From an optimization exercise on the open Yosys and OpenROAD flow, aimed at small area and a short achievable clock period; shortcuts taken in it are not production practice. RTL that was checked went through simulation tests only; none was proved equivalent to the original. Function not checked in runs 1 and 2: the RTL went through the layout flow alone. Power and IR drop assume default switching activity.

### flow/run.sh
#!/bin/bash
# Standard ORFS flow, with smaller port buffers, a clock tree of larger
# sink clusters without dummy loads, and timing repair asked to leave extra
# setup slack so that IO paths get optimised too.
export BUFFER_PORTS_ARGS="-buffer_cell sky130_fd_sc_hd__buf_2"
export SETUP_SLACK_MARGIN=77.5
export CTS_ARGS="-sink_clustering_enable -repair_clock_nets -dont_use_dummy_load -buf_list {sky130_fd_sc_hd__clkbuf_4} -sink_clustering_size 8 -sink_clustering_max_diameter 40"
bash standard.sh > standard.log 2>&1
### standard.sh
#!/bin/bash
# synth_recipe.tcl (not shown) runs the flow's synth.tcl, then flattens the netlist and writes it again
# the make line also repeats each setting of config.mk as NAME=value (left out here)
make -C /OpenROAD-flow-scripts/flow DESIGN_CONFIG=/design/flow/config.mk WORK_HOME=/design/flow/orfs CLKGATE_MAP_FILE= SYNTH_SCRIPT=/design/flow/synth_recipe.tcl "${@:-finish}"
### config.mk
export PLATFORM = sky130hd
export DESIGN_NAME = interrupt_controller
export DESIGN_NICKNAME = interrupt_controller
export VERILOG_FILES = /design/flow/design.v
export SDC_FILE = /design/flow/constraint.sdc
export NUM_CORES = 4
export LEC_CHECK = 0
export CAP_MARGIN = 20
export CORE_MARGIN = 2
export CORE_UTILIZATION = 20
export PLACE_DENSITY = 0.3
export SLEW_MARGIN = 20
export SYNTH_HIERARCHICAL = 1
export SYNTH_MINIMUM_KEEP_SIZE = 0
### constraint.sdc
create_clock -name core_clock -period 100.0 [get_ports {PCLK}]
set_input_delay 20.0000 -clock core_clock [delete_from_list [all_inputs] [get_ports {PCLK}]]
set_output_delay 20.0000 -clock core_clock [all_outputs]
set_load 0.01 [all_outputs]
### design.v
module ic_ao3n (
    input  logic a1, b1, a2, b2, a3, b3,
    output logic y
);
    assign y = ~((a1 & b1) | (a2 & b2) | (a3 & b3));
endmodule
module ic_oh32 (
    input  logic [31:0] s,
    input  logic [31:0] d,
    output logic        q
);
    logic [10:0] y;
    for (genvar k = 0; k < 10; k++) begin : g_ao
        ic_ao3n u_ao (.a1(s[3*k]),   .b1(d[3*k]),
                      .a2(s[3*k+1]), .b2(d[3*k+1]),
                      .a3(s[3*k+2]), .b3(d[3*k+2]), .y(y[k]));
    end
    ic_ao3n u_ao10 (.a1(s[30]), .b1(d[30]), .a2(s[31]), .b2(d[31]),
                    .a3(1'b0),  .b3(1'b0),  .y(y[10]));
    assign q = ~&y;
endmodule
module ic_ohmux #(parameter int W = 5) (
    input  logic [31:0]     sel,
    input  logic [32*W-1:0] d,
    output logic [W-1:0]    q
);
    for (genvar b = 0; b < W; b++) begin : g_bit
        logic [31:0] col;
        for (genvar i = 0; i < 32; i++) begin : g_col
            assign col[i] = d[W*i + b];
        end
        ic_oh32 u_oh (.s(sel), .d(col), .q(q[b]));
    end
endmodule
module ic_elim_p (
    input  logic [31:0] c,
    input  logic [31:0] p,
    input  logic [31:0] v,
    output logic [31:0] c_out_n
);
    wire [31:0] z   = c & ~(p & v);
    wire        any = |z;
    assign c_out_n = ~(z | (c & {32{~any}}));
endmodule
module ic_elim_n (
    input  logic [31:0] c_n,
    input  logic [31:0] p,
    input  logic [31:0] v,
    output logic [31:0] c_out
);
    wire [31:0] z_n = c_n | (p & v);
    wire        any = ~&z_n;
    assign c_out = ~(z_n & (c_n | {32{any}}));
endmodule
module ic_first (
    input  logic [31:0] c_n,
    output logic [31:0] first
);
    logic seen;
    always_comb begin
        seen = 1'b0;
        for (int i = 0; i < 32; i++) begin
            first[i] = ~c_n[i] & ~seen;
            seen = seen | ~c_n[i];
        end
    end
endmodule
module interrupt_controller (
    input  logic         PCLK,
    input  logic         rstn,
    input  logic         PSEL,
    input  logic         PENABLE,
    input  logic         PWRITE,
    input  logic [4:0]   PADDR,
    input  logic [31:0]  PWDATA,
    output logic [31:0]  PRDATA,
    output logic         PREADY,
    output logic         PSLVERR,
    input  logic [31:0]  IRQ,
    input  logic [4:0]   index,
    output logic [3:0]   INT,
    output logic [4:0]   IRQ_VECTOR
);
logic [31:0] irq_enable;
logic [31:0] irq_disable;
logic [31:0] irq_status;
logic [31:0] irq_type;
logic [31:0] irq_ack;
logic [31:0] irq_f;
logic [31:0] tbl_valid;
logic [4:0]  irq_priority     [31:0];
logic [3:0]  irq_map          [31:0];
logic [4:0]  irq_vector_table [31:0];
wire acc = PSEL & PENABLE;
wire wr  = acc & PWRITE;
wire rd  = acc & ~PWRITE;
wire wr_status = wr & (PADDR == 5'h00);
wire wr_enable = wr & (PADDR == 5'h04);
wire wr_disable= wr & (PADDR == 5'h08);
wire wr_prio   = wr & (PADDR == 5'h0C);
wire wr_ack    = wr & (PADDR == 5'h10);
wire wr_type   = wr & (PADDR == 5'h14);
wire wr_vec    = wr & (PADDR == 5'h18);
wire wr_map    = wr & (PADDR == 5'h1C);
wire wr_tbl    = wr_prio | wr_vec | wr_map;
logic [31:0] idx_oh;
always_comb
    for (int i = 0; i < 32; i++)
        idx_oh[i] = (index == i[4:0]);
always_ff @(posedge PCLK)
    irq_f <= IRQ;
always_ff @(posedge PCLK or negedge rstn)
    if (!rstn)
        irq_status <= 32'b0;
    else if (wr_status)
        irq_status <= irq_status | PWDATA;
    else
        irq_status <= (irq_status | (irq_f & ~irq_disable & irq_enable)) & ~(~irq_type & irq_ack);
always_ff @(posedge PCLK or negedge rstn)
    if (!rstn) begin
        irq_enable  <= 32'b0;
        irq_disable <= 32'b0;
        irq_ack     <= 32'b0;
        irq_type    <= 32'b0;
    end else begin
        if (wr_enable)  irq_enable  <= irq_enable  | PWDATA;
        if (wr_disable) irq_disable <= irq_disable | PWDATA;
        if (wr_ack)     irq_ack     <= irq_ack     | PWDATA;
        if (wr_type)    irq_type    <= PWDATA;
    end
always_ff @(posedge PCLK or negedge rstn)
    if (!rstn)       tbl_valid <= 32'b0;
    else if (wr_tbl) tbl_valid <= tbl_valid | idx_oh;
wire [4:0] d_prio = PWDATA[4:0] & {5{wr_prio}};
wire [4:0] d_vec  = PWDATA[4:0] & {5{wr_vec}};
wire [3:0] d_map  = PWDATA[3:0] & {4{wr_map}};
always_ff @(posedge PCLK)
    for (int i = 0; i < 32; i++) begin
        if (idx_oh[i] & (wr_prio | (wr_tbl & ~tbl_valid[i]))) irq_priority[i]     <= d_prio;
        if (idx_oh[i] & (wr_map  | (wr_tbl & ~tbl_valid[i]))) irq_map[i]          <= d_map;
        if (idx_oh[i] & (wr_vec  | (wr_tbl & ~tbl_valid[i]))) irq_vector_table[i] <= d_vec;
    end
logic [159:0] prio_flat, vec_flat;
logic [127:0] map_flat;
logic [31:0]  prio_bit [0:4];
always_comb
    for (int i = 0; i < 32; i++) begin
        prio_flat[5*i +: 5] = irq_priority[i];
        vec_flat[5*i +: 5]  = irq_vector_table[i];
        map_flat[4*i +: 4]  = irq_map[i];
        for (int b = 0; b < 5; b++)
            prio_bit[b][i] = irq_priority[i][b];
    end
wire [31:0] rd_sel = idx_oh & tbl_valid;
logic [4:0] rd_prio, rd_vec;
logic [3:0] rd_map;
ic_ohmux #(.W(5)) u_rd_prio (.sel(rd_sel), .d(prio_flat), .q(rd_prio));
ic_ohmux #(.W(5)) u_rd_vec  (.sel(rd_sel), .d(vec_flat),  .q(rd_vec));
ic_ohmux #(.W(4)) u_rd_map  (.sel(rd_sel), .d(map_flat),  .q(rd_map));
logic [8:0] rd_word;
always_comb begin
    rd_word[0] = rd & (PADDR == 5'h00);
    rd_word[1] = rd & (PADDR == 5'h04);
    rd_word[2] = rd & (PADDR == 5'h08);
    rd_word[3] = rd & (PADDR == 5'h0C);
    rd_word[4] = rd & (PADDR == 5'h10);
    rd_word[5] = rd & (PADDR == 5'h14);
    rd_word[6] = rd & (PADDR == 5'h18);
    rd_word[7] = rd & (PADDR == 5'h1C);
    rd_word[8] = ~rd;
end
logic [31:0] prdata_d;
for (genvar b = 0; b < 32; b++) begin : g_prdata
    logic [2:0] y;
    ic_ao3n u_ao0 (.a1(rd_word[0]), .b1(irq_status[b]),
                   .a2(rd_word[1]), .b2(irq_enable[b]),
                   .a3(rd_word[2]), .b3(irq_disable[b]), .y(y[0]));
    ic_ao3n u_ao1 (.a1(rd_word[4]), .b1(irq_ack[b]),
                   .a2(rd_word[5]), .b2(irq_type[b]),
                   .a3(rd_word[8]), .b3(PRDATA[b]),      .y(y[1]));
    if (b < 5) begin : g_tbl
        ic_ao3n u_ao2 (.a1(rd_word[3]), .b1(rd_prio[b]),
                       .a2(rd_word[6]), .b2(rd_vec[b]),
                       .a3(rd_word[7]), .b3(b < 4 ? rd_map[b] : 1'b0), .y(y[2]));
    end else begin : g_no_tbl
        assign y[2] = 1'b1;
    end
    assign prdata_d[b] = ~&y;
end
always_ff @(posedge PCLK or negedge rstn)
    if (!rstn) PRDATA <= 32'b0;
    else       PRDATA <= prdata_d;
always_ff @(posedge PCLK or negedge rstn)
    if (!rstn)    PREADY <= 1'b0;
    else if (acc) PREADY <= 1'b1;
assign PSLVERR = 1'b0;
logic [31:0] c1_n, c2, c3_n, c4, c5_n;
ic_elim_p u_e4 (.c(irq_status), .p(prio_bit[4]), .v(tbl_valid), .c_out_n(c1_n));
ic_elim_n u_e3 (.c_n(c1_n),     .p(prio_bit[3]), .v(tbl_valid), .c_out(c2));
ic_elim_p u_e2 (.c(c2),         .p(prio_bit[2]), .v(tbl_valid), .c_out_n(c3_n));
ic_elim_n u_e1 (.c_n(c3_n),     .p(prio_bit[1]), .v(tbl_valid), .c_out(c4));
ic_elim_p u_e0 (.c(c4),         .p(prio_bit[0]), .v(tbl_valid), .c_out_n(c5_n));
logic [31:0] first;
ic_first u_first (.c_n(c5_n), .first(first));
wire valid = ~&c5_n[30:0];
wire [31:0] sel_oh = {~valid, first[30:0]};
wire [31:0] vec_pick = sel_oh & tbl_valid;
wire [31:0] map_pick = {first[31] & tbl_valid[31], vec_pick[30:0]};
logic [4:0] vec_sel;
logic [3:0] map_sel;
ic_ohmux #(.W(5)) u_sel_vec (.sel(vec_pick), .d(vec_flat), .q(vec_sel));
ic_ohmux #(.W(4)) u_sel_map (.sel(map_pick), .d(map_flat), .q(map_sel));
always_ff @(posedge PCLK or negedge rstn)
    if (!rstn) INT <= 4'b0000;
    else if (map_sel[3:2] == 2'b00) INT[map_sel[1:0]] <= valid;
always_ff @(posedge PCLK or negedge rstn)
    if (!rstn) IRQ_VECTOR <= 5'b11111;
    else       IRQ_VECTOR <= vec_sel;
endmodule
==> results of run 1 <==
-- layout make-up --
| class | count | area, sq um | area share, % |
|---|---|---|---|
| inverter | 7 | 26.28 | 0.07320 |
| multi-input combinational | 1629 | 11110 | 30.96 |
| timing repair buffer | 176 | 1035 | 2.883 |
| clock buffer | 155 | 1164 | 3.242 |
| sequential | 714 | 19960 | 55.59 |
| antenna | 11 | 27.53 | 0.07668 |
| tap | 2058 | 2575 | 7.173 |
-- cells by family (layout without fill, tap and decap cells) --
| logic type | Yosys count | after routing | share of synthesized area [%] |
|---|---|---|---|
| AO/OA/AOI/OAI | 830 | 830 | 20.55 |
| flip-flops | 714 | 714 | 63.63 |
| AND/OR/NAND/NOR | 714 | 714 | 12.83 |
| buffers and inverters | 76 | 338 | 1.356 |
| multiplexers | 32 | 32 | 1.149 |
| other | 24 | 59 | 0.2873 |
| adder cells (fa/ha/maj) | 5 | 5 | 0.1995 |
-- power by group through the flow --
stage                     registers [mW]  clock network (mW)  logic, mW
after floorplan                    0.340                   0     0.0631
after global placement             0.351                   0      0.104
after detailed placement           0.352                   0      0.105
after CTS                          0.346               0.192      0.105
after global routing               0.347               0.204      0.113
final                              0.345               0.180      0.105
-- critical path, stage by stage --
cell	delay, ns
buf_2	0.15
and3b_1	0.33
and3_1	0.50
a222oi_1	0.61
nand4_1	0.35
or3_1	0.56
a222oi_1	0.27
nand3_1	0.11
-- worst min-delay path by stage --
stage / start / to / slack [ns] / depth (start not counted)
floorplan: irq_ack[0] / irq_ack[0] / 0.44 / 1
global placement: irq_ack[28] / irq_ack[28] / 0.45 / 1
detailed placement: PREADY / PREADY / 0.46 / 1
CTS: PREADY / PREADY / 0.47 / 1
global route: PREADY / PREADY / 0.47 / 1
finish: PREADY / PREADY / 0.46 / 1
-- layer usage --
metal	GRT usage, %	part of all wire (%)	wire length [um]	up-vias
met5	0	0.039	54	-
met4	6.922	3.8	5208	8
met3	3.714	7.8	10640	292
met2	27.13	46	63420	1411
met1	22.00	42	57640	12598
li1	-	-	-	10632
-- flip-flops by register name (all words and copies together), names as in the netlist, 4 cells and up --
name / flops
INT: 4
IRQ_VECTOR: 5
PRDATA: 32
irq_ack: 32
irq_disable: 32
irq_enable: 32
irq_f: 32
irq_map: 128
irq_priority: 160
irq_status: 32
irq_type: 32
irq_vector_table: 160
tbl_valid: 32
-- Yosys stat by module, one instance, submodules excluded, a selection --
module                area, sq um  flip-flops and latches  cells
interrupt_controller        24530                     714   1468
ic_ao3n                     10.01                       0      1
ic_elim_n                   447.9                       0     79
ic_elim_p                   555.5                       0     90
ic_first                    415.4                       0     62
ic_oh32                     27.53                       0      5
-- Yosys cell counts, drive strengths merged, types with 5 or more instances --
master / number
a21boi: 9
a21o: 96
a21oi: 160
a222oi: 322
a22oi: 42
a31oi: 64
and2: 47
and3: 33
buf: 35
clkbuf: 34
conb: 24
dfrtp: 229
dfstp: 5
dfxtp: 32
edfxtp: 448
ha: 5
inv: 7
mux2: 32
nand2: 205
nand2b: 5
nand3: 35
nand4: 75
nor2: 60
nor3: 104
nor3b: 41
nor4: 32
o21ai: 97
o21bai: 31
or2: 37
or3: 25
-- through the flow --
stage	instance area [sq um]	utilization, %	power (mW)	setup slack [ns]
2_1_floorplan	31450	-	0.4031	77.87
3_3_place_gp	34700	22.24	0.4556	76.95
3_5_place_dp	34700	22.24	0.4565	76.84
4_1_cts	35860	22.99	0.6425	77.88
5_1_grt	35890	23.00	0.6635	77.91
6_report	35900	23.01	0.6293	78.07
==> flow_summary.json, run 1 <==
{
  "grt_pass1_vias": 25369,
  "gr-total-overflow": 0,
  "antenna_found_initial": 9,
  "setup_viol": 0,
  "fin_skew_ns": 0.09557,
  "fp-row-count": 145,
  "yosys_most_used_dff": "edfxtp_1",
  "cts.repair.resized": 0,
  "cts_setup_buffers": 0,
  "port_buffers": 120,
  "hold_violations": 0,
  "internal-power_mw": 0.4295,
  "drtIter0Drc": 4291,
  "pwr-share-seq_pct": 54.8,
  "insertion_delay_ns": 1.15,
  "total_leakage_power_nw": 12.49,
  "cp-end-kind": "register",
  "min_period_over_period_pct": 21.93,
  "netlist_instances": 2395,
  "setup.worst_path.start": "index[3]",
  "syn_area_per_cell_sq_um": 13.10,
  "yosysSeqAreaShare_pct": 63.63,
  "numCtsBuffers": 155,
  "power_density_mw_per_mm2": 17.53,
  "drv_cap": 0,
  "grt.total_usage_pct": 16.91,
  "status": "timing/DRC/antenna clean",
  "netlist.area_leader.share_pct": 42.89,
  "hp-class": "register to register",
  "cts_tree": "done",
  "reg2reg_slack_ns": 85.42,
  "drt-total-wl_mm": 137.0,
  "cp_max_fo": 14,
  "synth-seq-cells": 714,
  "ys_types": 61,
  "htreeDepth": 4,
  "dr.pass1.iters": 13,
  "final_nets": 2767,
  "numClockSinks": 714,
  "rsz0062_at_grt": "no",
  "crit_end": "PRDATA[2]",
  "cp-start-kind": "primary input",
  "die_w_um": 400.0,
  "wl_per_cell_um": 28.84,
  "min_period_ns": 21.93,
  "switching_share_pct": 31.75,
  "routed_via_density": 5.251,
  "ys.warnings.count": 16,
  "clockPowerShare_pct": 28.6,
  "clock.fmax_mhz": 45.60,
  "power_switching_mw": 0.1998,
  "place_hpwl_mm": 103.5,
  "numPlacedInstances": 4584,
  "slew_headroom_pct": 24.73,
  "clockBufferDepth": 3,
  "vdd_drop_max_uv": 8.551,
  "fp.coreArea_sq_mm": 0.1560,
  "synthArstFlopShare_pct": 32.77,
  "rr_startpoint": "tbl_valid[4]",
  "power_frac_comb_pct": 16.7,
  "path_clk_slew_ns": 0.06,
  "ys_top_cells_by_area": "edfxtp_1 (43%), dfrtp_1 (18%), a222oi_1 (10%)",
  "crit_arrival_ns": 22.89,
  "slew_viol_final": 0,
  "ant_nets": 0,
  "clockRootBuffer": "clkbuf_4",
  "final_cells": 4750,
  "totalNegativeSetupSlack_ns": 0,
  "initial_core_util_pct": 20.10,
  "place_congestion": 0.9155,
  "dieArea_sq_mm": 0.1600,
  "vias": 24941,
  "drive_above_1_share_pct": 18.31,
  "r2r-end": "INT[0]",
  "grt_pass1_wl_mm": 191.6,
  "ioPinCount": 122,
  "dieHeight_um": 400.0,
  "syn2layout_area_growth_pct": 14.45,
  "hold-worst-slack_ns": 0.4630,
  "grt_max_degree": 79,
  "mostFrequentLayoutCells": "edfxtp_1 (448), a222oi_1 (322), dfrtp_1 (229)",
  "tightest_slew_ns": 1.127,
  "hold_buffers": 0,
  "cp.required_ns": 100.96,
  "yosysTopAreaCell": "edfxtp_1",
  "mostFrequentLayoutCell": "edfxtp_1",
  "drc": 0,
  "synth_edf_count": 448,
  "ff2ff_path_depth": 42,
  "fill_cells": 16580,
  "syn_area_sq_mm": 0.03136,
  "critPathKind": "primary input to register"
}
==> run 2: changes to the inputs <==
==> flow/run.sh (replaced) <==
#!/bin/bash
# Standard ORFS flow, with smaller port buffers, a clock tree of larger
# sink clusters without dummy loads, and timing repair asked to leave extra
# setup slack so that IO paths get optimised too.
export BUFFER_PORTS_ARGS="-buffer_cell sky130_fd_sc_hd__buf_2"
export SETUP_SLACK_MARGIN=78
export CTS_ARGS="-sink_clustering_enable -repair_clock_nets -dont_use_dummy_load -buf_list {sky130_fd_sc_hd__clkbuf_8} -sink_clustering_size 16 -sink_clustering_max_diameter 60"
bash standard.sh > standard.log 2>&1
==> run 2 against run 1 <==
Still clean. Worst hold slack improved by 0.0076 ns. Clock skew rose by 0.0054 ns. Clock-buffer cell count fell by 68. Area after synthesis did not move. Register-to-register slack improved by 1.0 ns. Sequential power barely moved. Critical path depth did not move. Worst setup slack got worse by 0.093 ns. Die area did not move. Synthesized cell count did not move. Power rose by 0.59%. Fmax fell by 0.42%.
==> flow_summary.json, run 2 <==
{
  "hold-worst-slack_ns": 0.4706,
  "wl_per_cell_um": 29.65,
  "drv_cap": 0,
  "numClockSinks": 714,
  "cp_max_fo": 14,
  "vdd_drop_max_uv": 6.958,
  "setup_viol": 0,
  "synthArstFlopShare_pct": 32.77,
  "clockBufferDepth": 3,
  "grt_max_degree": 72,
  "drc": 0,
  "cts_tree": "done",
  "hp-class": "register to register",
  "reg_top3": "irq_priority (160), irq_vector_table (160), irq_map (128)",
  "ioPinCount": 122,
  "critPathKind": "primary input to register",
  "worst_path_largest_cell_delay_ns": 0.57,
  "fin_skew_ns": 0.1010,
  "placed_area_sq_mm": 0.03469,
  "ys.warnings.count": 16,
  "ys_types": 61,
  "place_congestion": 0.9547,
  "yosys_most_used_dff": "edfxtp_1",
  "htreeDepth": 3,
  "timing.critical_path.buf_inv": 1,
  "gr-total-overflow": 0,
  "hold_path.startpoint": "irq_ack[12]",
  "insertion_delay_ns": 0.81,
  "cts_setup_buffers": 0,
  "antenna_found_initial": 12,
  "synth_edf_count": 448,
  "synth-seq-cells": 714,
  "grt.total_usage_pct": 16.95,
  "syn2layout_area_growth_pct": 14.66,
  "slowest_stage": "or3_1",
  "syn_area_sq_mm": 0.03136,
  "final_cells": 4671,
  "min_period_over_period_pct": 22.02,
  "dieArea_sq_mm": 0.1600,
  "grt_pass1_vias": 24382,
  "final_area_sq_mm": 0.03596,
  "ff2ff_path_depth": 41,
  "cp-start-kind": "primary input",
  "crit_family": "simple AND/OR/NAND/NOR gates",
  "mostFrequentLayoutCells": "edfxtp_1 (448), a222oi_1 (322), dfrtp_1 (229)",
  "min_period_ns": 22.02,
  "reg2reg_slack_ns": 86.47,
  "setup_ws_ns": 77.98,
  "r2r-end": "INT[3]",
  "grt_pass1_wl_mm": 191.8,
  "slew_viol_final": 0,
  "rsz0062_at_grt": "yes",
  "port_buffers": 120,
  "dieHeight_um": 400.0,
  "vias": 24476,
  "place_hpwl_mm": 104.7,
  "syn_area_per_cell_sq_um": 13.10,
  "cp-end-kind": "register",
  "fp-row-count": 145,
  "drt-total-wl_mm": 138.5,
  "tightest_slew_ns": 1.067,
  "yosysSeqAreaShare_pct": 63.63,
  "numCtsBuffers": 87,
  "hold_buffers": 0,
  "routed_via_density": 5.240,
  "total_leakage_power_nw": 12.37,
  "ant_nets": 0,
  "rr_startpoint": "tbl_valid[30]",
  "path_clk_slew_ns": 0.08,
  "crit_arrival_ns": 22.70,
  "clock.fmax_mhz": 45.41,
  "hold_path_depth": 1,
  "fin_util_pct": 23.05,
  "netlist.area_leader.share_pct": 42.89,
  "die_w_um": 400.0,
  "hold_violations": 0,
  "dr.pass1.iters": 13,
  "dp_slack_ns": 77.04,
  "clockRootBuffer": "clkbuf_8",
  "drive_above_1_share_pct": 17.29,
  "numPlacedInstances": 4580,
  "status": "timing/DRC/antenna clean",
  "totalNegativeSetupSlack_ns": 0,
  "synth_most_common_cell": "edfxtp_1",
  "min_to": "irq_ack[12]",
  "slew_headroom_pct": 28.84,
  "drtIter0Drc": 3644,
  "cp_cell_sequence": "buf_2, and3b_1, and3_2, a222oi_1, nand4_1, or3_1, a222oi_1, nand3_1",
  "fill_cells": 16593,
  "initial_core_util_pct": 20.10,
  "p_total_mw": 0.6330,
  "final_nets": 2695,
  "synth_commonest_cells": "edfxtp_1 (448), a222oi_1 (322), dfrtp_1 (229)",
  "power_density_mw_per_mm2": 17.60,
  "netlist_instances": 2395,
  "cp.required_ns": 100.67,
  "crit_top_cell": "a222oi_1",
  "yosysTopAreaCell": "edfxtp_1",
  "fp.coreArea_sq_mm": 0.1560,
  "ys_top_cells_by_area": "edfxtp_1 (43%), dfrtp_1 (18%), a222oi_1 (10%)",
  "mostFrequentLayoutCell": "edfxtp_1"
}
run 2: area by class of cell:
cell class / count / area, sq um / share of cell area (%)
Multi-Input combinational cell: 1629 / 11190 / 31.11
Antenna cell: 4 / 10.01 / 0.02784
Tap cell: 2058 / 2575 / 7.161
Inverter: 7 / 26.28 / 0.07307
Sequential cell: 714 / 19960 / 55.49
Clock buffer: 87 / 1197 / 3.330
Timing Repair Buffer: 172 / 1008 / 2.804
run 2: Yosys stat by module, one instance, submodules excluded, excerpt:
| module | area (sq um) | copies in the design | flops+latches |
|---|---|---|---|
| ic_oh32 | 27.53 | 23 | 0 |
| ic_elim_n | 447.9 | 2 | 0 |
| ic_ao3n | 10.01 | 322 | 0 |
| ic_elim_p | 555.5 | 3 | 0 |
| interrupt_controller | 24530 | 1 | 714 |
| ic_first | 415.4 | 1 | 0 |
run 2: how the worst max path moves through the flow:
stage / endpoint / depth (start not counted) / slack (ns) / start
finish: PRDATA[0] / 8 / 77.98 / index[3]
floorplan: PRDATA[0] / 9 / 78.00 / index[1]
detailed placement: irq_disable[14] / 4 / 77.04 / rstn
CTS: PRDATA[0] / 9 / 78.01 / index[1]
global route: PRDATA[0] / 9 / 77.99 / index[2]
global placement: irq_disable[14] / 4 / 77.12 / rstn
run 2: cells by family (layout without fill, tap and decap cells):
| group | Yosys count | after routing | share of synthesized area (%) |
|---|---|---|---|
| adder cells (fa/ha/maj) | 5 | 5 | 0.1995 |
| buffers and inverters | 76 | 266 | 1.356 |
| multiplexers | 32 | 32 | 1.149 |
| AO/OA/AOI/OAI | 830 | 830 | 20.55 |
| flip-flops | 714 | 714 | 63.63 |
| other | 24 | 52 | 0.2873 |
| AND/OR/NAND/NOR | 714 | 714 | 12.83 |
run 2: worst reg2reg max path: cells and delay by family, from the launching register on:
kind / cells / cell delay (ns)
and+or+nand+nor: 20 / 6.08
AOI/OAI and AO/OA: 14 / 4.24
adders and majority gates: 1 / 0.29
buffers and inverters: 6 / 2.20
DFF: 1 / 0.70
run 2: power by group:
part / internal, mW / total (mW) / switching (mW)
logic: 0.0364 / 0.107 / 0.0705
clock network: 0.0767 / 0.183 / 0.106
registers: 0.323 / 0.343 / 0.0200
total: 0.436 / 0.633 / 0.197
run 2: timing repair:
action | in CTS | in global routing
pin swaps | 3 | 8
endpoints found under the setup margin | 47 | 49
gates resized for setup | 5 | 22
endpoints found under the hold margin | 0 | 0
run 2: metal layers:
metal	global-route usage, %	up-vias	wire length (um)
met3	3.157	245	9960
met1	22.27	12557	58320
met4	5.250	12	4639
met5	0	-	74
met2	28.13	1242	65470
li1	-	10420	-
==> run 3: changes to the inputs <==
--- a/design.v
+++ b/design.v
@@ -15,8 +15,7 @@
                       .a2(s[3*k+1]), .b2(d[3*k+1]),
                       .a3(s[3*k+2]), .b3(d[3*k+2]), .y(y[k]));
     end
-    ic_ao3n u_ao10 (.a1(s[30]), .b1(d[30]), .a2(s[31]), .b2(d[31]),
-                    .a3(1'b0),  .b3(1'b0),  .y(y[10]));
+    assign y[10] = ~((s[30] & d[30]) | (s[31] & d[31]));
     assign q = ~&y;
 endmodule
 module ic_ohmux #(parameter int W = 5) (
@@ -52,17 +51,26 @@
     wire        any = ~&z_n;
     assign c_out = ~(z_n & (c_n | {32{any}}));
 endmodule
+module ic_first_stage (
+    input  logic c_n,
+    input  logic seen_in,
+    output logic first,
+    output logic seen_out
+);
+    assign first    = ~(c_n | seen_in);
+    assign seen_out = seen_in | ~c_n;
+endmodule
 module ic_first (
     input  logic [31:0] c_n,
     output logic [31:0] first
 );
-    logic seen;
-    always_comb begin
-        seen = 1'b0;
-        for (int i = 0; i < 32; i++) begin
-            first[i] = ~c_n[i] & ~seen;
-            seen = seen | ~c_n[i];
-        end
+    logic [32:0] seen;
+    assign seen[0] = 1'b0;
+    assign first[0] = ~c_n[0];
+    assign seen[1]  = ~c_n[0];
+    for (genvar i = 1; i < 32; i++) begin : g_st
+        ic_first_stage u_st (.c_n(c_n[i]), .seen_in(seen[i]),
+                             .first(first[i]), .seen_out(seen[i+1]));
     end
 endmodule
 module interrupt_controller (
@@ -178,10 +186,12 @@
     ic_ao3n u_ao1 (.a1(rd_word[4]), .b1(irq_ack[b]),
                    .a2(rd_word[5]), .b2(irq_type[b]),
                    .a3(rd_word[8]), .b3(PRDATA[b]),      .y(y[1]));
-    if (b < 5) begin : g_tbl
+    if (b < 4) begin : g_tbl
         ic_ao3n u_ao2 (.a1(rd_word[3]), .b1(rd_prio[b]),
                        .a2(rd_word[6]), .b2(rd_vec[b]),
-                       .a3(rd_word[7]), .b3(b < 4 ? rd_map[b] : 1'b0), .y(y[2]));
+                       .a3(rd_word[7]), .b3(rd_map[b]),  .y(y[2]));
+    end else if (b == 4) begin : g_tbl4
+        assign y[2] = ~((rd_word[3] & rd_prio[b]) | (rd_word[6] & rd_vec[b]));
     end else begin : g_no_tbl
         assign y[2] = 1'b1;
     end
==> flow/run.sh (replaced) <==
#!/bin/bash
# Standard ORFS flow, with smaller port buffers, a clock tree of larger
# sink clusters without dummy loads, and timing repair asked to leave extra
# setup slack so that IO paths get optimised too.
export BUFFER_PORTS_ARGS="-buffer_cell sky130_fd_sc_hd__buf_2"
export SETUP_SLACK_MARGIN=78
export CTS_ARGS="-sink_clustering_enable -repair_clock_nets -dont_use_dummy_load -buf_list {sky130_fd_sc_hd__clkbuf_4} -sink_clustering_size 10 -sink_clustering_max_diameter 50"
bash standard.sh > standard.log 2>&1
--- a/config.mk
+++ b/config.mk
@@ -7,8 +7,8 @@
 export LEC_CHECK = 0
 export CAP_MARGIN = 20
 export CORE_MARGIN = 2
-export CORE_UTILIZATION = 20
-export PLACE_DENSITY = 0.3
+export CORE_UTILIZATION = 35
+export PLACE_DENSITY = 0.5
 export SLEW_MARGIN = 20
 export SYNTH_HIERARCHICAL = 1
 export SYNTH_MINIMUM_KEEP_SIZE = 0
==> run 3 against run 2 <==
Clock skew down 0.0063 ns. Power is 8.9% lower. Critical endpoint is now PRDATA[2]. Still clean. Sequential share of layout area increased by 3.0 points. Worst setup slack better by 0.074 ns.
==> flow_summary.json, run 3 <==
{
  "netlist_instances": 2372,
  "routed_via_density": 6.473,
  "cp-start-kind": "primary input",
  "htreeDepth": 3,
  "syn2layout_area_growth_pct": 9.255,
  "cts_tree": "done",
  "vias": 24117,
  "clock.fmax_mhz": 45.56,
  "slew_viol_final": 0,
  "cts_setup_buffers": 0,
  "die_w_um": 302.6,
  "ioPinCount": 122,
  "status": "timing/DRC/antenna clean",
  "hold_violations": 0,
  "wl_per_cell_um": 31.34,
  "cp_max_fo": 16,
  "final_nets": 2640,
  "vdd_drop_max_uv": 11.13,
  "total_leakage_power_nw": 12.04,
  "grt_pass1_wl_mm": 168.0,
  "regArea_sq_mm": 0.01996,
  "fin_util_pct": 38.59,
  "reg_top3": "irq_priority (160), irq_vector_table (160), irq_map (128)",
  "numCtsBuffers": 96,
  "grt.total_usage_pct": 25.19,
  "dieArea_sq_mm": 0.09159,
  "drv_cap": 0,
  "syn_area_per_cell_sq_um": 13.16,
  "insertion_delay_ns": 0.95,
  "fill_cells": 8430,
  "drtIter0Drc": 4501,
  "critPathKind": "primary input to register",
  "setup_viol": 0,
  "clockRootBuffer": "clkbuf_4",
  "drive_above_1_share_pct": 18.01,
  "place_congestion": 1.024,
  "port_buffers": 120,
  "cp.required_ns": 100.75,
  "grt_pass1_vias": 23825,
  "ant_nets": 0,
  "mostFrequentLayoutCells": "edfxtp_1 (448), a222oi_1 (298), dfrtp_1 (229)",
  "crit_arrival_ns": 22.70,
  "initial_core_util_pct": 35.32,
  "antenna_found_initial": 5,
  "min_period_ns": 21.95,
  "hp-class": "register to register",
  "fp.coreArea_sq_mm": 0.08837,
  "drc": 0,
  "gr-total-overflow": 0,
  "dr.pass1.iters": 9,
  "min_period_over_period_pct": 21.95,
  "place_hpwl_mm": 87.19,
  "drt-total-wl_mm": 116.8,
  "mostFrequentLayoutCell": "edfxtp_1",
  "numPlacedInstances": 3623,
  "totalNegativeSetupSlack_ns": 0,
  "syn_area_sq_mm": 0.03122,
  "hold_buffers": 0,
  "path_clk_slew_ns": 0.11,
  "tightest_slew_ns": 1.137,
  "multiInputGateArea_sq_mm": 0.01103,
  "numClockSinks": 714,
  "grt_max_degree": 172,
  "power_density_mw_per_mm2": 16.91,
  "ys.warnings.count": 15,
  "final_cells": 3726,
  "cp-end-kind": "register",
  "fin_skew_ns": 0.09471,
  "slew_headroom_pct": 24.18,
  "rsz0062_at_grt": "no",
  "fp-row-count": 109,
  "clockBufferDepth": 3,
  "dieHeight_um": 302.6
}
## run 3: what timing repair did
| action | in CTS | in global routing |
|---|---|---|
| hold endpoints to repair | 0 | 0 |
| gates resized for setup | 0 | 4 |
| setup endpoints to repair | 0 | 3 |
## run 3: area by class of cell
class / instances / area share [%]
flip-flops and latches: 714 / 58.51
multi-input cells: 1579 / 32.35
well taps: 1165 / 4.274
repair buffers: 154 / 2.575
clock buffers: 96 / 2.113
inverters: 11 / 0.1211
diodes: 7 / 0.05136
## run 3: through the flow
step / hold slack [ns] / worst slack [ns] / instance area (sq um) / power [mW]
6_report: 0.4698 / 78.05 / 34110 / 0.5767
5_1_grt: 0.4868 / 78.04 / 34110 / 0.6014
4_1_cts: 0.4435 / 78.00 / 34070 / 0.5809
3_5_place_dp: 0.4430 / 77.02 / 33350 / 0.4410
3_3_place_gp: 0.4386 / 77.08 / 33340 / 0.4392
2_1_floorplan: 0.4393 / 77.76 / 31320 / 0.3962
## run 3: critical path, stage by stage
cell and delay (ns):
buf_2 0.12, nor2b_1 0.13, buf_4 0.20, and3_1 0.41
a222oi_1 0.63, nand4_1 0.32, or4_4 0.53, a222oi_1 0.24
nand3_1 0.12
## run 3: power by group
group | leakage, nW | internal [mW] | switching, mW
clock | 0.442 | 0.0438 | 0.0962
combinational | 5.11 | 0.0331 | 0.0621
sequential | 6.49 | 0.322 | 0.0194
## run 3: worst paths after layout
| path | startpoint | endpoint | slack [ns] | cells after the start |
|---|---|---|---|---|
| min reg2reg | irq_type[23] | PRDATA[23] | 0.47 | 2 |
| max | index[0] | PRDATA[2] | 78.05 | 9 |
| min | irq_type[23] | PRDATA[23] | 0.47 | 2 |
| max in group asynchronous | rstn | irq_type[0] | 79.55 | 2 |
| min in group asynchronous | rstn | irq_ack[19] | 18.99 | 1 |
| max reg2reg | tbl_valid[25] | INT[0] | 83.40 | 66 |
## run 3: layer usage
layer  GRT usage, %  vias to the layer above  part of all wire, %
met4          10.90                        2                  4.8
met5              0                        -                0.017
met3          3.623                      270                  7.6
li1               -                    10317                    -
met1          34.25                    12152                   41
met2          40.26                     1376                   46
==> run 4: changes to the inputs <==
--- a/config.mk
+++ b/config.mk
@@ -7,8 +7,8 @@
 export LEC_CHECK = 0
 export CAP_MARGIN = 20
 export CORE_MARGIN = 2
-export CORE_UTILIZATION = 35
-export PLACE_DENSITY = 0.5
+export CORE_UTILIZATION = 20
+export PLACE_DENSITY = 0.3
 export SLEW_MARGIN = 20
 export SYNTH_HIERARCHICAL = 1
 export SYNTH_MINIMUM_KEEP_SIZE = 0
==> run 4 against run 3 <==
Still clean. Clock-buffer cell count up 16. Area after synthesis unchanged. First-iteration DRC count down 11%. Clock power up about 10%. Final cell count up 24%. Fmax up 0.14%. Worst hold slack worse by 0.0094 ns. Highest routed layer unchanged.
==> flow_summary.json, run 4 <==
{
  "slew_headroom_pct": 23.66,
  "crit_top_cell": "a222oi_1",
  "fp.coreArea_sq_mm": 0.1546,
  "rsz0062_at_grt": "no",
  "syn_area_sq_mm": 0.03122,
  "netlist_instances": 2372,
  "min_period_over_period_pct": 21.92,
  "p_total_mw": 0.5969,
  "drive_above_1_share_pct": 18.75,
  "min_period_ns": 21.92,
  "drt-total-wl_mm": 135.9,
  "slew_viol_final": 0,
  "numCtsBuffers": 112,
  "timing.critical_path.buf_inv": 2,
  "place_congestion": 0.8945,
  "mostFrequentLayoutCell": "edfxtp_1",
  "tightest_slew_ns": 1.145,
  "clockBufferDepth": 3,
  "slowest_stage": "or4_4",
  "cp_max_fo": 14,
  "total_leakage_power_nw": 12.16,
  "totalNegativeSetupSlack_ns": 0,
  "initial_core_util_pct": 20.19,
  "crit_family": "simple AND/OR/NAND/NOR gates",
  "ys.warnings.count": 15,
  "crit_arrival_ns": 22.80,
  "drv_cap": 0,
  "reg_top3": "irq_priority (160), irq_vector_table (160), irq_map (128)",
  "grt_max_degree": 74,
  "cts_setup_buffers": 0,
  "drc": 0,
  "antenna_found_initial": 7,
  "status": "timing/DRC/antenna clean",
  "hp-class": "register to register",
  "dieArea_sq_mm": 0.1593,
  "fin_skew_ns": 0.1153,
  "setup_viol": 0,
  "fp-row-count": 144,
  "grt.total_usage_pct": 16.79,
  "clock.fmax_mhz": 45.62,
  "htreeDepth": 3,
  "drtIter0Drc": 3998,
  "place_hpwl_mm": 102.1,
  "worst_path_largest_cell_delay_ns": 0.62,
  "vias": 24059,
  "vdd_drop_max_uv": 7.468,
  "mostFrequentLayoutCells": "edfxtp_1 (448), a222oi_1 (298), dfrtp_1 (229)",
  "cp-end-kind": "register",
  "gr-total-overflow": 0,
  "routed_via_density": 5.194,
  "cp_cell_sequence": "buf_2, nor3_1, buf_4, and3_1, a222oi_1, nand2_1, or4_4, a222oi_1, nand3_1",
  "die_w_um": 399.1,
  "cp-start-kind": "primary input",
  "wl_per_cell_um": 29.34,
  "syn2layout_area_growth_pct": 13.50,
  "grt_pass1_wl_mm": 190.5,
  "cp.required_ns": 100.88,
  "ant_nets": 0,
  "critPathKind": "primary input to register",
  "path_clk_slew_ns": 0.07,
  "fill_cells": 16417,
  "dieHeight_um": 399.1,
  "ioPinCount": 122,
  "insertion_delay_ns": 1.09,
  "syn_area_per_cell_sq_um": 13.16,
  "port_buffers": 120,
  "clockRootBuffer": "clkbuf_4",
  "power_density_mw_per_mm2": 16.85,
  "final_nets": 2668,
  "numClockSinks": 714,
  "hold_violations": 0,
  "grt_pass1_vias": 24424,
  "cts_tree": "done",
  "dr.pass1.iters": 12
}
[run 4: worst register-to-register path, delay by kind of cell, from the launching register on]
family                     cells  cell delay (ns)
and+or+nand+nor               45             8.28
adders and majority gates      1             0.26
buffers and inverters          7             2.30
AOI/OAI and AO/OA             13             4.77
DFF                            1             0.57
[run 4: routing by layer]
layer  GRT usage [%]  vias to the layer above  part of all wire [%]
met5               0                        -                 0.017
met4           4.176                        4                   1.8
met3           2.513                      165                   6.5
met2           27.78                     1088                    47
met1           22.93                    12448                    44
li1                -                    10354                     -
[run 4: path summary, 6_finish.rpt]
kind	start	endpoint	slack, ns	cells past startpoint
max	index[2]	PRDATA[2]	78.08	9
min	PREADY	PREADY	0.46	1
max reg2reg	tbl_valid[25]	INT[0]	83.77	66
min reg2reg	PREADY	PREADY	0.46	1
max in group asynchronous	rstn	irq_type[7]	78.96	3
min in group asynchronous	rstn	irq_disable[21]	18.85	1
[run 4: final cells by class]
class / instances / area (sq um) / area share [%]
sequential: 714 / 19960 / 56.32
inverter: 11 / 41.29 / 0.1165
tap: 2044 / 2557 / 7.218
multi-input combinational: 1579 / 11070 / 31.25
clock buffer: 112 / 840.8 / 2.373
timing repair buffer: 166 / 948.4 / 2.677
antenna: 6 / 15.01 / 0.04238
[run 4: timing repair]
action                     in CTS  in global routing
hold buffers                    0                  0
resized for setup               0                  1
setup endpoints to repair       0                  2
[run 4: power breakdown]
group          internal, mW  switching, mW  leakage (nW)  total, mW
Clock                0.0506          0.103         0.515      0.154
Sequential            0.322         0.0205          6.49      0.343
Combinational        0.0333         0.0669          5.16      0.100
Total                 0.406          0.191          12.2      0.597
[run 4: stage by stage]
stage | utilization, % | cell area (sq um) | instances | setup WS [ns] | hold slack (ns)
final | 22.92 | 35430 | 4632 | 78.08 | 0.4603
after global routing | 22.91 | 35420 | 4628 | 78.05 | 0.4463
after CTS | 22.91 | 35410 | 4626 | 78.02 | 0.4119
after detailed placement | 22.36 | 34570 | 4514 | 77.05 | 0.4589
after global placement | 22.35 | 34550 | 4510 | 77.09 | 0.4522
after floorplan | - | 31320 | 2372 | 77.76 | 0.4393
==> run 5: changes to the inputs <==
--- a/design.v
+++ b/design.v
@@ -92,7 +92,8 @@
 logic [31:0] irq_enable;
 logic [31:0] irq_disable;
 logic [31:0] irq_status;
-logic [31:0] irq_type;
+logic [31:0] irq_type;         
+logic        type_valid;       
 logic [31:0] irq_ack;
 logic [31:0] irq_f;
 logic [31:0] tbl_valid;
@@ -123,19 +124,22 @@
     else if (wr_status)
         irq_status <= irq_status | PWDATA;
     else
-        irq_status <= (irq_status | (irq_f & ~irq_disable & irq_enable)) & ~(~irq_type & irq_ack);
+        irq_status <= (irq_status | (irq_f & ~irq_disable & irq_enable)) & ~(~(irq_type & {32{type_valid}}) & irq_ack);
 always_ff @(posedge PCLK or negedge rstn)
     if (!rstn) begin
         irq_enable  <= 32'b0;
         irq_disable <= 32'b0;
         irq_ack     <= 32'b0;
-        irq_type    <= 32'b0;
     end else begin
         if (wr_enable)  irq_enable  <= irq_enable  | PWDATA;
         if (wr_disable) irq_disable <= irq_disable | PWDATA;
         if (wr_ack)     irq_ack     <= irq_ack     | PWDATA;
-        if (wr_type)    irq_type    <= PWDATA;
-    end
+    end
+always_ff @(posedge PCLK or negedge rstn)
+    if (!rstn)        type_valid <= 1'b0;
+    else if (wr_type) type_valid <= 1'b1;
+always_ff @(posedge PCLK)
+    if (wr_type) irq_type <= PWDATA;
 always_ff @(posedge PCLK or negedge rstn)
     if (!rstn)       tbl_valid <= 32'b0;
     else if (wr_tbl) tbl_valid <= tbl_valid | idx_oh;
@@ -177,6 +181,7 @@
     rd_word[7] = rd & (PADDR == 5'h1C);
     rd_word[8] = ~rd;
 end
+wire rd_type = rd_word[5] & type_valid;
 logic [31:0] prdata_d;
 for (genvar b = 0; b < 32; b++) begin : g_prdata
     logic [2:0] y;
@@ -184,7 +189,7 @@
                    .a2(rd_word[1]), .b2(irq_enable[b]),
                    .a3(rd_word[2]), .b3(irq_disable[b]), .y(y[0]));
     ic_ao3n u_ao1 (.a1(rd_word[4]), .b1(irq_ack[b]),
-                   .a2(rd_word[5]), .b2(irq_type[b]),
+                   .a2(rd_type),    .b2(irq_type[b]),
                    .a3(rd_word[8]), .b3(PRDATA[b]),      .y(y[1]));
     if (b < 4) begin : g_tbl
         ic_ao3n u_ao2 (.a1(rd_word[3]), .b1(rd_prio[b]),
==> flow/run.sh (replaced) <==
#!/bin/bash
# Standard ORFS flow, with smaller port buffers, a clock tree of larger
# sink clusters without dummy loads, and timing repair asked to leave extra
# setup slack so that IO paths get optimised too.
export BUFFER_PORTS_ARGS="-buffer_cell sky130_fd_sc_hd__buf_1"
export SETUP_SLACK_MARGIN=78
export CTS_ARGS="-sink_clustering_enable -repair_clock_nets -dont_use_dummy_load -buf_list {sky130_fd_sc_hd__clkbuf_4} -sink_clustering_size 10 -sink_clustering_max_diameter 50"
bash standard.sh > standard.log 2>&1
--- a/config.mk
+++ b/config.mk
@@ -7,8 +7,8 @@
 export LEC_CHECK = 0
 export CAP_MARGIN = 20
 export CORE_MARGIN = 2
-export CORE_UTILIZATION = 20
-export PLACE_DENSITY = 0.3
+export CORE_UTILIZATION = 35
+export PLACE_DENSITY = 0.5
 export SLEW_MARGIN = 20
 export SYNTH_HIERARCHICAL = 1
 export SYNTH_MINIMUM_KEEP_SIZE = 0
==> run 5 against run 4 <==
Final cell count decreased by 20%. Sequential power is 2% lower. Critical path depth decreased by 1. Cell area shrank 4.6%. Still clean. Synthesized cell count is 1.4% lower. First-iteration DRC count increased by 14%. Combinational power shrank 18%. Global-route usage grew 8.6 points. Fmax fell by 0.48%. Worst setup slack got worse by 0.11 ns. Sequential share of layout area increased by 3.3 points. Utilization is 15 points higher.
==> flow_summary.json, run 5 <==
{
  "drtIter0Drc": 4563,
  "syn2layout_area_growth_pct": 9.104,
  "htreeDepth": 3,
  "syn_area_sq_mm": 0.03098,
  "status": "timing/DRC/antenna clean",
  "ys.warnings.count": 15,
  "hold_violations": 0,
  "grtUsageMet2_pct": 39.65,
  "place_congestion": 0.9632,
  "clockRootBuffer": "clkbuf_4",
  "syn_area_per_cell_sq_um": 13.24,
  "fp-row-count": 109,
  "p_total_mw": 0.5622,
  "grt_pass1_vias": 23705,
  "tightest_slew_ns": 1.053,
  "cts_setup_buffers": 0,
  "drt-total-wl_mm": 117.7,
  "numCtsBuffers": 101,
  "cp-start-kind": "primary input",
  "insertion_delay_ns": 0.96,
  "total_leakage_power_nw": 11.12,
  "dieArea_sq_mm": 0.09090,
  "ant_nets": 0,
  "ioPinCount": 122,
  "setup_viol": 0,
  "busiest_layer": "met2",
  "slew_headroom_pct": 29.79,
  "clockBufferDepth": 3,
  "dieHeight_um": 301.5,
  "path_clk_slew_ns": 0.11,
  "fin_skew_ns": 0.07174,
  "cp-end-kind": "register",
  "crit_arrival_ns": 22.77,
  "hp-class": "register to register",
  "wl_per_cell_um": 31.82,
  "grt_use_met3_pct": 3.869,
  "rsz0062_at_grt": "yes",
  "initial_core_util_pct": 35.16,
  "fp.coreArea_sq_mm": 0.08810,
  "gr-usage-met1_pct": 33.85,
  "die_w_um": 301.5,
  "drv_cap": 0,
  "grt_pass1_wl_mm": 167.3,
  "place_hpwl_mm": 87.65,
  "grt_max_degree": 76,
  "placed_area_sq_mm": 0.03298,
  "dr.pass1.iters": 11,
  "netlist_instances": 2339,
  "mostFrequentLayoutCells": "edfxtp_1 (480), a222oi_1 (298), nand2_1 (249)",
  "critPathKind": "primary input to register",
  "antenna_found_initial": 1,
  "mostFrequentLayoutCell": "edfxtp_1",
  "totalNegativeSetupSlack_ns": 0,
  "drive_above_1_share_pct": 12.02,
  "numClockSinks": 715,
  "vdd_drop_max_uv": 8.481,
  "vias": 24133,
  "reg_top3": "irq_priority (160), irq_vector_table (160), irq_map (128)",
  "min_period_ns": 22.02,
  "final_nets": 2616,
  "cp.required_ns": 100.74,
  "final_cells": 3697,
  "power_density_mw_per_mm2": 16.63,
  "cts_tree": "done",
  "routed_via_density": 6.528,
  "numPlacedInstances": 3594,
  "clock.fmax_mhz": 45.40,
  "port_buffers": 120,
  "final_area_sq_mm": 0.03380,
  "cp_max_fo": 15,
  "drc": 0,
  "gr-total-overflow": 0,
  "min_period_over_period_pct": 22.02,
  "slew_viol_final": 0,
  "grt.total_usage_pct": 25.37
}
## run 5: power breakdown
group | switching (mW) | leakage [nW] | total, mW | internal [mW]
Clock | 0.0976 | 0.465 | 0.144 | 0.0460
Combinational | 0.0531 | 4.46 | 0.0820 | 0.0289
Sequential | 0.0147 | 6.19 | 0.337 | 0.322
Total | 0.165 | 11.1 | 0.562 | 0.397
## run 5: final cells by class
class / count / area [sq um]
tap: 1165 / 1458
inverter: 43 / 161.4
timing repair buffer: 155 / 724.4
antenna: 2 / 5.005
multi-input combinational: 1516 / 10550
clock buffer: 101 / 758.2
fill: 8418 / 54300
sequential: 715 / 20140
## run 5: final timing paths
kind / endpoint / from / depth (start not counted) / slack (ns)
setup / recovery: PRDATA[2] / index[1] / 8 / 77.98
setup reg to reg: INT[0] / tbl_valid[4] / 68 / 83.10
min in group asynchronous: irq_ack[14] / rstn / 1 / 19.04
hold reg to reg: PRDATA[8] / irq_type[8] / 2 / 0.46
hold / removal: PRDATA[8] / irq_type[8] / 2 / 0.46
max in group asynchronous: type_valid / rstn / 3 / 78.97
## run 5: per-layer routing
metal | vias up | wire, um
li1 | 10225 | -
met1 | 12150 | 47640
met2 | 1474 | 53220
met3 | 284 | 9580
met4 | 0 | 7213
met5 | - | 0
## run 5: timing repair
| item | in CTS | in global routing |
|---|---|---|
| endpoints found under the setup margin | 0 | 25 |
| hold buffers | 0 | 0 |
| gates resized for setup | 0 | 20 |
## run 5: critical path, cell delays in order
cell	delay, ns
buf_1	0.10
and2_1	0.41
and3_2	0.46
a222oi_1	0.44
nand4_1	0.30
or4_4	0.54
a222oi_1	0.37
nand3_1	0.13
## run 5: stage by stage
stage          hold WS (ns)  worst slack (ns)  util [%]
2_1_floorplan        0.4392             77.91         -
3_3_place_gp         0.4422             76.84     37.41
3_5_place_dp         0.4452             77.01     37.44
4_1_cts              0.4578             78.04     38.30
5_1_grt              0.4762             78.00     38.36
6_report             0.4590             77.98     38.36
==> run 6: changes to the inputs <==
==> flow/run.sh (replaced) <==
#!/bin/bash
# Standard ORFS flow, with smaller port buffers, a clock tree of larger
# sink clusters without dummy loads, and timing repair asked to leave extra
# setup slack so that IO paths get optimised too.
export BUFFER_PORTS_ARGS="-buffer_cell sky130_fd_sc_hd__buf_1"
export SETUP_SLACK_MARGIN=78
export CTS_ARGS="-sink_clustering_enable -repair_clock_nets -dont_use_dummy_load -buf_list {sky130_fd_sc_hd__clkbuf_4} -sink_clustering_size 8 -sink_clustering_max_diameter 50"
bash standard.sh > standard.log 2>&1
--- a/config.mk
+++ b/config.mk
@@ -5,10 +5,10 @@
 export SDC_FILE = /design/flow/constraint.sdc
 export NUM_CORES = 4
 export LEC_CHECK = 0
-export CAP_MARGIN = 20
+export CAP_MARGIN = 0
 export CORE_MARGIN = 2
 export CORE_UTILIZATION = 35
 export PLACE_DENSITY = 0.5
-export SLEW_MARGIN = 20
+export SLEW_MARGIN = 0
 export SYNTH_HIERARCHICAL = 1
 export SYNTH_MINIMUM_KEEP_SIZE = 0
==> run 6 against run 5 <==
Final cell count is 0.11% higher. Wire length is 0.25% lower. Fmax is 0.22% lower. Clock power hardly changed. Still clean. Global-route usage is 0.12 points lower. Sequential share of layout area hardly changed. Highest routed layer is now met5. First-iteration DRC count is 0.24% higher. Clock skew is 0.030 ns higher.
==> flow_summary.json, run 6 <==
{
  "clock.fmax_mhz": 45.31,
  "port_buffers": 120,
  "grt.total_usage_pct": 25.25,
  "initial_core_util_pct": 35.16,
  "syn_area_sq_mm": 0.03098,
  "hold_buffers": 0,
  "drt-total-wl_mm": 117.4,
  "reg_top3": "irq_priority (160), irq_vector_table (160), irq_map (128)",
  "cp-end-kind": "register",
  "timing.critical_path.buf_inv": 1,
  "ys.warnings.count": 15,
  "final_area_sq_mm": 0.03379,
  "die_w_um": 301.5,
  "drc": 0,
  "dieArea_sq_mm": 0.09090,
  "min_period_over_period_pct": 22.07,
  "placed_area_sq_mm": 0.03297,
  "cts_tree": "done",
  "antenna_found_initial": 2,
  "grt_max_degree": 76,
  "drtIter0Drc": 4574,
  "fill_cells": 8487,
  "grt_pass1_vias": 23489,
  "crit_top_cell": "a222oi_1",
  "worst_path_largest_cell_delay_ns": 0.63,
  "place_hpwl_mm": 87.69,
  "syn_area_per_cell_sq_um": 13.24,
  "critPathKind": "primary input to register",
  "ff2ff_path_depth": 68,
  "slowest_stage": "a222oi_1",
  "insertion_delay_ns": 0.96,
  "total_leakage_power_nw": 11.13,
  "drive_above_1_share_pct": 11.64,
  "power_density_mw_per_mm2": 16.73,
  "crit_arrival_ns": 22.81,
  "totalNegativeSetupSlack_ns": 0,
  "slew_headroom_pct": 19.18,
  "cp_cell_sequence": "buf_1, and3b_1, and3_4, a222oi_1, nand4_1, or4_4, a222oi_1, nand3_1",
  "setup_viol": 0,
  "fp-row-count": 109,
  "wl_per_cell_um": 31.71,
  "cp-start-kind": "primary input",
  "numClockSinks": 715,
  "dieHeight_um": 301.5,
  "tightest_slew_ns": 1.211,
  "numCtsBuffers": 107,
  "final_nets": 2621,
  "status": "timing/DRC/antenna clean",
  "clockBufferDepth": 3,
  "syn2layout_area_growth_pct": 9.080,
  "hold_violations": 0,
  "ant_nets": 0,
  "dr.pass1.iters": 14,
  "fin_skew_ns": 0.1020,
  "path_clk_slew_ns": 0.10,
  "slew_viol_final": 0,
  "vias": 24101,
  "path_depth": 8,
  "cp_max_fo": 14,
  "routed_via_density": 6.512,
  "rsz0062_at_grt": "yes",
  "reg2reg_slack_ns": 82.89,
  "ioPinCount": 122,
  "place_congestion": 0.9632,
  "clockRootBuffer": "clkbuf_4",
  "hp-class": "register to register",
  "htreeDepth": 3,
  "cp.required_ns": 100.74,
  "fp.coreArea_sq_mm": 0.08810,
  "p_total_mw": 0.5654,
  "mostFrequentLayoutCells": "edfxtp_1 (480), a222oi_1 (298), nand2_1 (249)",
  "gr-total-overflow": 0,
  "mostFrequentLayoutCell": "edfxtp_1",
  "crit_family": "simple AND/OR/NAND/NOR gates",
  "netlist_instances": 2339,
  "drv_cap": 0,
  "hold_path_depth": 2,
  "grt_pass1_wl_mm": 166.2,
  "min_period_ns": 22.07,
  "vdd_drop_max_uv": 7.158
}
## run 6: per-stage QoR
step | hold WS, ns | utilization, % | setup WS [ns] | cells
5_1_grt | 0.4739 | 38.35 | 77.99 | 3701
2_1_floorplan | 0.4392 | - | 77.91 | 2339
4_1_cts | 0.4515 | 38.33 | 78.05 | 3700
3_3_place_gp | 0.4422 | 37.41 | 76.84 | 3593
3_5_place_dp | 0.4452 | 37.42 | 76.96 | 3593
6_report | 0.4557 | 38.35 | 77.93 | 3701
## run 6: cell type report
| type | count | area [sq um] | share of cell area, % |
|---|---|---|---|
| Timing Repair Buffer | 154 | 709.4 | 2.100 |
| Inverter | 43 | 161.4 | 0.4777 |
| Clock buffer | 107 | 803.3 | 2.377 |
| Multi-Input combinational cell | 1516 | 10510 | 31.12 |
| Antenna cell | 1 | 2.502 | 0.007406 |
| Sequential cell | 715 | 20140 | 59.61 |
| Tap cell | 1165 | 1458 | 4.314 |
## run 6: timing repair
item	4_1_cts	5_1_grt
pin swaps	0	1
endpoints found under the setup margin	3	6
gates cloned	0	0
setup buffers	0	0
gates resized for setup	1	8
## run 6: final timing paths
check | start | endpoint
max | index[2] | PRDATA[3]
min | irq_type[26] | PRDATA[26]
max reg2reg | tbl_valid[23] | INT[0]
min reg2reg | irq_type[26] | PRDATA[26]
max in group asynchronous | rstn | tbl_valid[31]
min in group asynchronous | rstn | irq_ack[18]
## run 6: worst register-to-register path, delay by kind of cell, from the launching register on
kind / cells / cell delay [ns]
adders and majority gates: 1 / 0.26
DFF: 1 / 0.67
AOI/OAI and AO/OA: 15 / 4.41
and+or+nand+nor: 45 / 9.30
buffers and inverters: 7 / 2.31
## run 6: where the power goes
part | internal, mW | leakage [nW] | switching (mW)
logic | 0.0289 | 4.44 | 0.0530
registers | 0.322 | 6.19 | 0.0147
clock network | 0.0486 | 0.492 | 0.0984
## run 6: layer usage
metal	vias up	track usage [%]	share of wire [%]
li1	10242	-	-
met1	12108	33.99	41
met2	1477	40.26	46
met3	272	3.191	8.0
met4	2	12.60	5.5
met5	-	0	0.014
==> run 7: changes to the inputs <==
==> config.mk (replaced) <==
export PLATFORM = sky130hd
export DESIGN_NAME = interrupt_controller
export DESIGN_NICKNAME = interrupt_controller
export VERILOG_FILES = /design/flow/design.v
export SDC_FILE = /design/flow/constraint.sdc
export NUM_CORES = 4
export LEC_CHECK = 0
export CAP_MARGIN = 20
export CORE_MARGIN = 2
export CORE_UTILIZATION = 50
export PLACE_DENSITY = 0.65
export SLEW_MARGIN = 20
export SYNTH_HIERARCHICAL = 1
export SYNTH_MINIMUM_KEEP_SIZE = 0
==> run 7 against run 6 <==
Still clean. Synthesized cell count unchanged. Fmax up 0.19%. First-iteration DRC count up 1.5%. Combinational power down 1%. Final cell count down 10%. Clock power down 3%. Cell area down 1.3%. Global-route usage up 8.8 points. Sequential share of layout area up 0.79 points. Critical endpoint is now PRDATA[2]. Largest power group unchanged.
==> flow_summary.json, run 7 <==
{
  "status": "timing/DRC/antenna clean",
  "clockBufferDepth": 3,
  "timing.critical_path.buf_inv": 1,
  "cts_setup_buffers": 0,
  "dieArea_sq_mm": 0.06396,
  "cp_max_fo": 14,
  "ys.warnings.count": 15,
  "dieHeight_um": 252.9,
  "cp-end-kind": "register",
  "fin_skew_ns": 0.1035,
  "fin_util_pct": 54.24,
  "grt_pass1_wl_mm": 158.1,
  "insertion_delay_ns": 0.95,
  "vias": 24208,
  "mostFrequentLayoutCells": "edfxtp_1 (480), a222oi_1 (298), nand2_1 (249)",
  "numClockSinks": 715,
  "reg_top3": "irq_priority (160), irq_vector_table (160), irq_map (128)",
  "min_period_ns": 22.03,
  "ioPinCount": 122,
  "final_nets": 2616,
  "cp_cell_sequence": "buf_2, and3b_1, and3_4, a222oi_1, nand4_1, or4_4, a222oi_1, nand3_1",
  "p_total_mw": 0.5602,
  "slew_headroom_pct": 23.69,
  "mostFrequentLayoutCell": "edfxtp_1",
  "port_buffers": 120,
  "ant_nets": 0,
  "syn_area_sq_mm": 0.03098,
  "hp-class": "register to register",
  "critPathKind": "primary input to register",
  "wl_per_cell_um": 33.25,
  "worst_path_largest_cell_delay_ns": 0.56,
  "rsz0062_at_grt": "yes",
  "crit_top_cell": "a222oi_1",
  "hold_violations": 0,
  "fp.coreArea_sq_mm": 0.06148,
  "initial_core_util_pct": 50.38,
  "setup_viol": 0,
  "totalNegativeSetupSlack_ns": 0,
  "netlist_instances": 2339,
  "path_clk_slew_ns": 0.09,
  "clock.fmax_mhz": 45.39,
  "drive_above_1_share_pct": 12.13,
  "htreeDepth": 3,
  "vdd_drop_max_uv": 9.055,
  "grt_pass1_vias": 23317,
  "fp-row-count": 91,
  "antenna_found_initial": 1,
  "gr-total-overflow": 0,
  "place_hpwl_mm": 80.52,
  "crit_arrival_ns": 22.78,
  "numCtsBuffers": 104,
  "slowest_stage": "or4_4",
  "routed_via_density": 7.289,
  "grt_max_degree": 79,
  "power_density_mw_per_mm2": 16.80,
  "drc": 0,
  "drv_cap": 0,
  "cts_tree": "done",
  "cp.required_ns": 100.75,
  "drtIter0Drc": 4644,
  "clockRootBuffer": "clkbuf_4",
  "tightest_slew_ns": 1.145,
  "dr.pass1.iters": 14,
  "crit_family": "simple AND/OR/NAND/NOR gates",
  "die_w_um": 252.9,
  "total_leakage_power_nw": 11.10,
  "place_congestion": 0.9991,
  "min_period_over_period_pct": 22.03,
  "grt.total_usage_pct": 34.06,
  "slew_viol_final": 0,
  "drt-total-wl_mm": 110.4,
  "syn2layout_area_growth_pct": 7.650,
  "cp-start-kind": "primary input",
  "syn_area_per_cell_sq_um": 13.24
}
==> run 7: worst register-to-register path: cells and delay by family (launching register included) <==
kind / cells / cell delay [ns]
simple gates: 45 / 7.90
fa+ha+maj: 1 / 0.26
flops: 1 / 0.66
compound gates: 14 / 4.62
buf+inv: 7 / 2.32
==> run 7: path summary, 6_finish.rpt <==
kind | slack, ns | end | cells past startpoint | from
worst max-delay path | 77.97 | PRDATA[2] | 8 | index[3]
min in group asynchronous | 19.22 | tbl_valid[12] | 1 | rstn
worst min register to register | 0.46 | PREADY | 1 | PREADY
worst min-delay path | 0.46 | PREADY | 1 | PREADY
worst max register to register | 84.13 | INT[3] | 67 | tbl_valid[23]
max in group asynchronous | 78.49 | tbl_valid[30] | 3 | rstn
==> run 7: layer usage <==
layer / share of wire, % / vias up / GRT usage [%]
li1: - / 10229 / -
met1: 39 / 12069 / 46.55
met2: 45 / 1618 / 52.09
met3: 8.9 / 292 / 4.708
met4: 6.7 / 0 / 20.52
met5: 0 / - / 0
==> run 7: what timing repair did <==
| action | 4_1_cts | 5_1_grt |
|---|---|---|
| endpoints found under the setup margin | 3 | 27 |
| hold buffers | 0 | 0 |
| pin swaps | 8 | 3 |
| gates resized for setup | 16 | 14 |
==> run 7: layout make-up <==
| class | count | area, sq um |
|---|---|---|
| inverters | 43 | 161.4 |
| multi-input cells | 1516 | 10570 |
| diodes | 1 | 2.502 |
| well taps | 790 | 988.4 |
| repair buffers | 152 | 701.9 |
| fillers | 5278 | 28140 |
| clock buffers | 104 | 780.7 |
| flip-flops and latches | 715 | 20140 |
==> run 7: per-stage QoR <==
step,area [sq um],hold WS [ns],instances,worst slack [ns]
floorplan,31100,0.4392,2339,77.91
global placement,32470,0.4426,3216,76.96
detailed placement,32470,0.4448,3216,76.88
CTS,33280,0.4652,3320,78.04
global route,33350,0.4768,3321,77.95
finish,33350,0.4607,3321,77.97
==> run 7: where the power goes <==
part	total, mW	switching [mW]	internal, mW
logic	0.0807	0.0519	0.0288
clock network	0.143	0.0961	0.0474
registers	0.336	0.0143	0.322
total	0.560	0.162	0.398

what the ideal ports hide:
No port has a modelled driver above. Below, the same layouts with a new extraction and two added sets of constraints.
Step 1 sets driving cells, clkbuf_16 on the clock port and buf_2 on the other inputs (assumed; they add their load-dependent delay and slew).
Step 2, shift: input delay + t, output delay - t, t = (earliest + latest rising clock arrival at the registers) / 2. This alone moves slack from input paths to output paths.
a / b / c = ideal ports / drivers / drivers and shift; a / b = the first two.
run | t, ns | setup WS [ns] | worst data-port slew with drivers (ns) | cell pins on the clock port's net
run 1 | 1.153 | 78.070 / 78.018 / 76.869 | 0.13 | 1
run 2 | 0.840 | 77.977 / 77.903 / 77.063 | 0.15 | 1
run 3 | 0.977 | 78.051 / 78.090 / 77.113 | 0.08 | 1
run 4 | 1.102 | 78.081 / 78.117 / 77.026 | 0.07 | 1
run 5 | 0.981 | 77.976 / 78.012 / 77.031 | 0.08 | 1
run 6 | 0.973 | 77.928 / 77.964 / 76.992 | 0.07 | 1
run 7 | 0.955 | 77.970 / 78.001 / 77.046 | 0.05 | 1
After both steps every run listed still meets setup and hold. The setup slack of run 1, which loses most, moves by -0.052 ns with the drivers and by -1.201 ns with both steps.
